From an optimization exercise on the open Yosys and OpenROAD flow, aimed at small area and a short achievable clock period; shortcuts taken in it are not production practice.
No functional check of the RTL was part of any run shown here.

==> flow/design.v, too long to show whole: its modules and the start of the top module <==
// module DCT_FA: 4 lines
// module DCT_HA: 4 lines
// module DCT_Custom_Instruction: 1854 lines
module DCT_Custom_Instruction(clk,
                              reset,
                              dataa,
                              n,
                              clk_en,
                              start,
                              done,
                              result);
  // ...
==> flow/flow/run.sh <==
#!/bin/bash
set -o pipefail
export SETUP_SLACK_MARGIN=8
bash standard.sh finish > standard.log 2>&1
==> flow/standard.sh <==
#!/bin/bash
# synth_recipe.tcl (not shown) runs the flow's synth.tcl, then flattens the netlist and writes it again
# the make line also repeats each setting of config.mk as NAME=value (left out here)
make -C /OpenROAD-flow-scripts/flow DESIGN_CONFIG=/design/flow/config.mk WORK_HOME=/design/flow/orfs CLKGATE_MAP_FILE= SYNTH_SCRIPT=/design/flow/synth_recipe.tcl "${@:-finish}"
==> flow/config.mk <==
export PLATFORM = sky130hd
export DESIGN_NAME = DCT_Custom_Instruction
export DESIGN_NICKNAME = DCT_Custom_Instruction
export VERILOG_FILES = /design/flow/design.v
export SDC_FILE = /design/flow/constraint.sdc
export NUM_CORES = 4
export LEC_CHECK = 0
export CAP_MARGIN = 20
export CORE_MARGIN = 2
export CORE_UTILIZATION = 55
export PLACE_DENSITY = 0.65
export SLEW_MARGIN = 20
export SYNTH_HIERARCHICAL = 1
export SYNTH_MINIMUM_KEEP_SIZE = 0
==> flow/constraint.sdc <==
create_clock -name core_clock -period 16.0 [get_ports {clk}]
set_input_delay 3.2000 -clock core_clock [delete_from_list [all_inputs] [get_ports {clk}]]
set_output_delay 3.2000 -clock core_clock [all_outputs]
set_load 0.01 [all_outputs]
==> notes.md, run 1 <==
- The tightest min-delay check is of the reg -> reg type.
- The number of gates on the worst path with buffers counted is 14.
- The all-layer global routing usage is 34.4%.
- The buffer share of cell area is under 10%.
- After routing, the total negative slack on setup checks comes to 0 ps.
- The number of distinct library cells after synthesis is 84.
- Entering global routing, the biggest net connects roughly 180 pins.
- For this block, the routed nets add up to 121 mm of wire.
- The clock net in this run drives a total of between 300 and 400 sinks.
- The via count of the first global-routing pass is about 30000.
- The length in cells of the worst reg-to-reg path is 23.
- In the final routed layout, each cell accounts on average for 25.3 µm.
- The y dimension of the die is 267 µm.
- The quantity of gates resized following cts is 79.
- Clock-pin slew was measured on the worst setup and hold paths at around 60 ps.
- The area growth from synthesis to final layout is 8.73%.
- Ranked by flip-flop count, first place goes to pr.
- Ranked by instance count, the synthesized netlist is headed by nand2_1 (632), fa_1 (547), o21ai_0 (402).
- In the finished design the tool counted flip-flops and latches totalling approximately 400.
- The number of ports placed on the die boundary is 74.
- The flow ran to the end and the layout has no timing, DRC or antenna violations.
- The most common cell in the synthesized netlist is nand2_1.
- met1 is the most crowded layer.
- In this run the register-to-register setup slack is ~8700 ps.
- The multi-input combinational cell area is 0.0277 mm².
==> run 2, diff against run 1 <==
--- a/flow/config.mk
+++ b/flow/config.mk
@@ -7,8 +7,7 @@
 export LEC_CHECK = 0
 export CAP_MARGIN = 20
 export CORE_MARGIN = 2
-export CORE_UTILIZATION = 55
-export PLACE_DENSITY = 0.65
+export CORE_UTILIZATION = 40
 export SLEW_MARGIN = 20
 export SYNTH_HIERARCHICAL = 1
 export SYNTH_MINIMUM_KEEP_SIZE = 0
==> run 2 against run 1 <==
Compared with the run above: area after synthesis unchanged; critical endpoint is now result[20]; sequential share of layout area down 0.42 points; critical path type unchanged; design area up 1.9%; die area up 37%.
==> notes.md, run 2 <==
- By area the synthesized netlist is led by fa_1 (29%), dfrtp_1 (17%), dfxtp_1 (6.9%).
- The minimum hold slack is around 480 ps.
- The TritonCTS clock tree is yes.
- The data arrival time at the worst-slack endpoint is between 4000 and 5000 ps.
- The largest fanout on the critical path is 3.
- The floorplan die area is just under 0.1 mm².
- The fraction of synthesis flops using an asynchronous set or reset pin is between 60% and 70%.
- The share of the Yosys chip area taken by registers is 24.1%.
- The critical path ends at result[20].
- The most frequently used cell type in the post-synthesis netlist is nand2_1.
- The number of buffers on the longest clock path is 3.
- The synthesized area is around 0.038 mm².
- The via count normalized by instance count is between 5 and 6.
- The post-synthesis instance total is 3906.
- STA puts the critical path data required time at between 10000 and 15000 ps.
- The initial core utilization is between 40% and 50%.
- The class of the most critical setup path is reg -> out.
- The routed wire length is 123 mm (+1.9%).
- Of the total synthesized cell area, the portion taken by full adders, half adders and majority gates is 34.2%.
- The post-route antenna net violation count is 0.
- The post-detailed-route DRC marker count is 0.
- The final non-filler cell total is 5169.
- The total of fill cells in the finished design is between 9000 and 10000.
- The class of the tightest hold or removal check is reg -> reg.
- The clock-pin slew on the worst setup and hold paths was 70 ps (about the same).
- The area growth from synthesis to final layout is 10.8%.
- The count of endpoints failing hold in the final timing report came to 0.
- The number of ports placed on the die boundary is 74 (unchanged).
- The post-route clock period utilization is about half.
- The y dimension of the die is 312 µm (+17%).
- Among all flip-flop cells after synthesis, the most frequent one is dfrtp_1.
- After synthesis, the most frequently instantiated cells are nand2_1 (632), fa_1 (547), o21ai_0 (402).
- The number of DRC markers after the initial detailed-route iteration is between 3000 and 4000.
- After Yosys synthesis, and, or, nand and nor cells account for between 10% and 20% of the synthesized area.
- The synthesized netlist devotes 21.0% of its cell area to compound gates.
- The global placement routability congestion is ~0.94.
- The via count of the first global-routing pass is 29679 (+0.088%).
- Input and output buffers added on the ports amount to 73.
- For this run, the detailed router's first-pass iteration total came to 6.
- Detailed routing inserted a total of 29923 vias.
- The all-layer global routing usage is 25.0% (-9.4 points).
- The x dimension of the die is between 300 and 400 µm.
- The startpoint identified for the worst register-to-register timing path is y8[0].
- The synthesized design contains 0 enable-type register cells.
- The largest family of logic cells by synthesized area is adder cells.
- The number of antenna diodes in the final layout is 0.
- The multi-input combinational cell area came to 0.0279 mm² (+0.56%).
- The setup TNS is 0 ps (unchanged).
- The number of buffers created by CTS is 43.
- The number of max-slew violations in the final report is 0.
- The core footprint is around 0.095 mm².
- The maximum clock rate is roughly 120 MHz.
- The portion of synthesized area spent on multiplexers is about 1.8%.
- The sort of element at the start of the critical path is a flip-flop.
- The flop-to-flop setup slack is 8720 ps (about the same).
- The worst clock skew on the final layout is roughly 35 ps.
- The register with the most flip-flops in the layout has about 130 of them.
- The number of nets in the synthesized netlist is ~4700.
- The biggest area contributor in the post-synthesis netlist is fa_1.
- The tree is rooted in a clkbuf_16.
- The time the worst path needs with I/O delays and setup is around 8100 ps.
- Averaged over all synthesized cells, the footprint is just under 10 µm².
- In the final layout, flip-flops and latches occupy between 0.009 and 0.01 mm².
- The number of rows created at floorplan is about 110.
- In this run the worst setup path begins at pr[66].
- The count of clock tree sinks is 391 (unchanged).
- The first-pass GRT wire length is roughly 190 mm.
- In the final layout, the share of cells above drive strength 1 is between 7 and 8%.
- The slew at the pin with the worst max-slew slack is 1090 ps.
- The endpoint identified for the worst register-to-register timing path is pr[29].
- The pin count of the biggest net entering global routing came to 157 (-10%).
- The largest register by flop count is pr.
- The number of antenna violations at the first check in global routing was 0.
- In the layout the commonest cells are nand2_1 (623), fa_1 (545), o21ai_0 (393).
- The post-placement cell count is around 5000.
- For this run, the number of Yosys warnings is 7.
- Setup repair after global routing could not meet its margin everywhere.
- The later-pin clock latency in the skew report is between 600 and 700 ps.
- Detailed placement ended at an HPWL of about 96 mm.
- The length in cells of the worst reg-to-reg path is 23 (unchanged).
- The category of the worst setup path capture point is an output pin.
- The worst pin sits at a relative slew slack of 27.6%.
- The run finished with no timing, DRC or antenna violations.
- The overall overflow remaining after global route is 0.
- Across the run, the number of max-cap violations was 0.
- The number of distinct library cells after synthesis is 84 (unchanged).
- The synthesized-area fraction occupied by xor and xnor cells is 4.71%.
- The H-tree was split into 2 levels.
- In this run, synthesis produced a sequential element count of around 400.
- The mean routed wirelength per cell is 23.8 µm (-5.9%).
- The share of the synthesized area in the top cell type is slightly below 30%.
- The commonest non-fill, non-tap cell in the layout is nand2_1.
- The net count of the finished layout is between 4000 and 5000.
- The final count of negative-setup-slack endpoints is 0.
[run 2: changes by cell type in the layout (fill, tap and decap cells not counted), moves of 3 or more]
cell,before,now
clkinv_4,0,3
a221oi_1,24,19
clkdlybuf4s15_2,0,3
buf_4,31,40
dlygate4sd2_1,6,3
a221oi_2,2,6
a21oi_1,139,136
xnor2_1,119,116
xnor2_2,2,5
buf_6,7,12
buf_2,8,12
clkbuf_8,11,14
[run 2: cell type report]
type                    instances  area share, %
flip-flops and latches        391           21.7
inverters                     190           1.72
clock inverters                17          0.612
well taps                    1265           3.76
repair buffers                130           2.88
clock buffers                  62           3.06
multi-input cells            3114           66.3
[run 2: per-stage QoR]
| stage | util (%) | cell area, µm² | worst slack (ps) |
|---|---|---|---|
| 6_report | 44.5 | 42100 | 7940 |
| 5_1_grt | 44.5 | 42100 | 7830 |
| 4_1_cts | 44.2 | 41800 | 7840 |
| 3_5_place_dp | 42.1 | 39800 | 6640 |
| 3_3_place_gp | 42.1 | 39800 | 6720 |
| 2_1_floorplan | - | 38000 | 8150 |
[run 2: critical path, cell delays in order, from the launching register on]
cell and delay [ps]:
dfxtp_2 320, fa_1 510, fa_2 650, ha_4 220
a211oi_2 240, nor2_2 90, o31a_1 340, a311o_2 410
o2111ai_4 280, a21boi_2 100, o311a_1 340, o21ai_2 200
nand2_4 90, buf_6 130, o31ai_4 180, buf_2 180
[run 2: routing by layer]
layer | GRT usage, % | routed length [µm] | up-vias | share of wire (%)
li1 | - | - | 13533 | -
met1 | 38.5 | 57700 | 14885 | 47
met2 | 34.9 | 50100 | 1373 | 41
met3 | 7.15 | 13200 | 132 | 11
met4 | 4.67 | 2100 | 0 | 1.7
met5 | 0 | 0 | - | 0
[run 2: worst min path at each step]
stage	from	endpoint	slack, ps	cells after the start
2_1_floorplan	xh0[32]	xh0[32]	450	2
3_3_place_gp	y5[32]	y5[32]	470	2
3_5_place_dp	xh3[32]	xh3[32]	470	2
4_1_cts	xh3[32]	xh3[32]	480	2
5_1_grt	xh1[32]	xh1[32]	530	2
6_report	y5[32]	y5[32]	480	2
[run 2: cell families (layout without fill, tap and decap cells)]
logic type      Yosys count  in the layout
fa+ha+maj               709            709
flops                   391            391
xor+xnor                204            204
compound gates         1205           1205
simple gates            934            934
other cells               1              1
buf+inv                 401            399
mux                      61             61
[run 2: per-module statistics from Yosys (local to each module, per instance)]
module	flops+latches	cell area (µm²)
DCT_FA	0	20.0
DCT_HA	0	12.5
DCT_Custom_Instruction	391	27500
[run 2: what timing repair did]
action	4_1_cts	5_1_grt
pin swaps	29	23
endpoints found under the setup margin	238	113
gates cloned	0	2
gates resized for setup	145	68
hold buffers	0	0
buffers inserted	16	10

port drivers added, routing unchanged:
Ports are ideal in the flow. The routed layouts listed here were re-timed in OpenROAD.
Step 1 sets driving cells, clkbuf_16 on the clock port and buf_2 on the other inputs (assumed; they add their load-dependent delay and slew).
Step 2 moves the port delays by t, midway between the first and last clock arrival at a register: inputs arrive t later, outputs are due t later. That takes back most of the time a late clock gives input paths.
Slacks: ideal ports / drivers / drivers and shift; pairs: ideal ports / drivers.
run	shift t [ns]	setup WS [ns]	worst register clock-pin slew, ns	worst slew at a driven data input, ns	pins driven straight from the clock port
run 1	0.642	8.044 / 7.985 / 7.492	0.07 / 0.07	0.08	1
run 2	0.672	7.943 / 7.874 / 7.545	0.07 / 0.07	0.06	1
After both steps setup and hold are still met in every run listed. The setup slack of run 1, which loses most, moves by -0.059 ns with the drivers and by -0.552 ns with both steps.
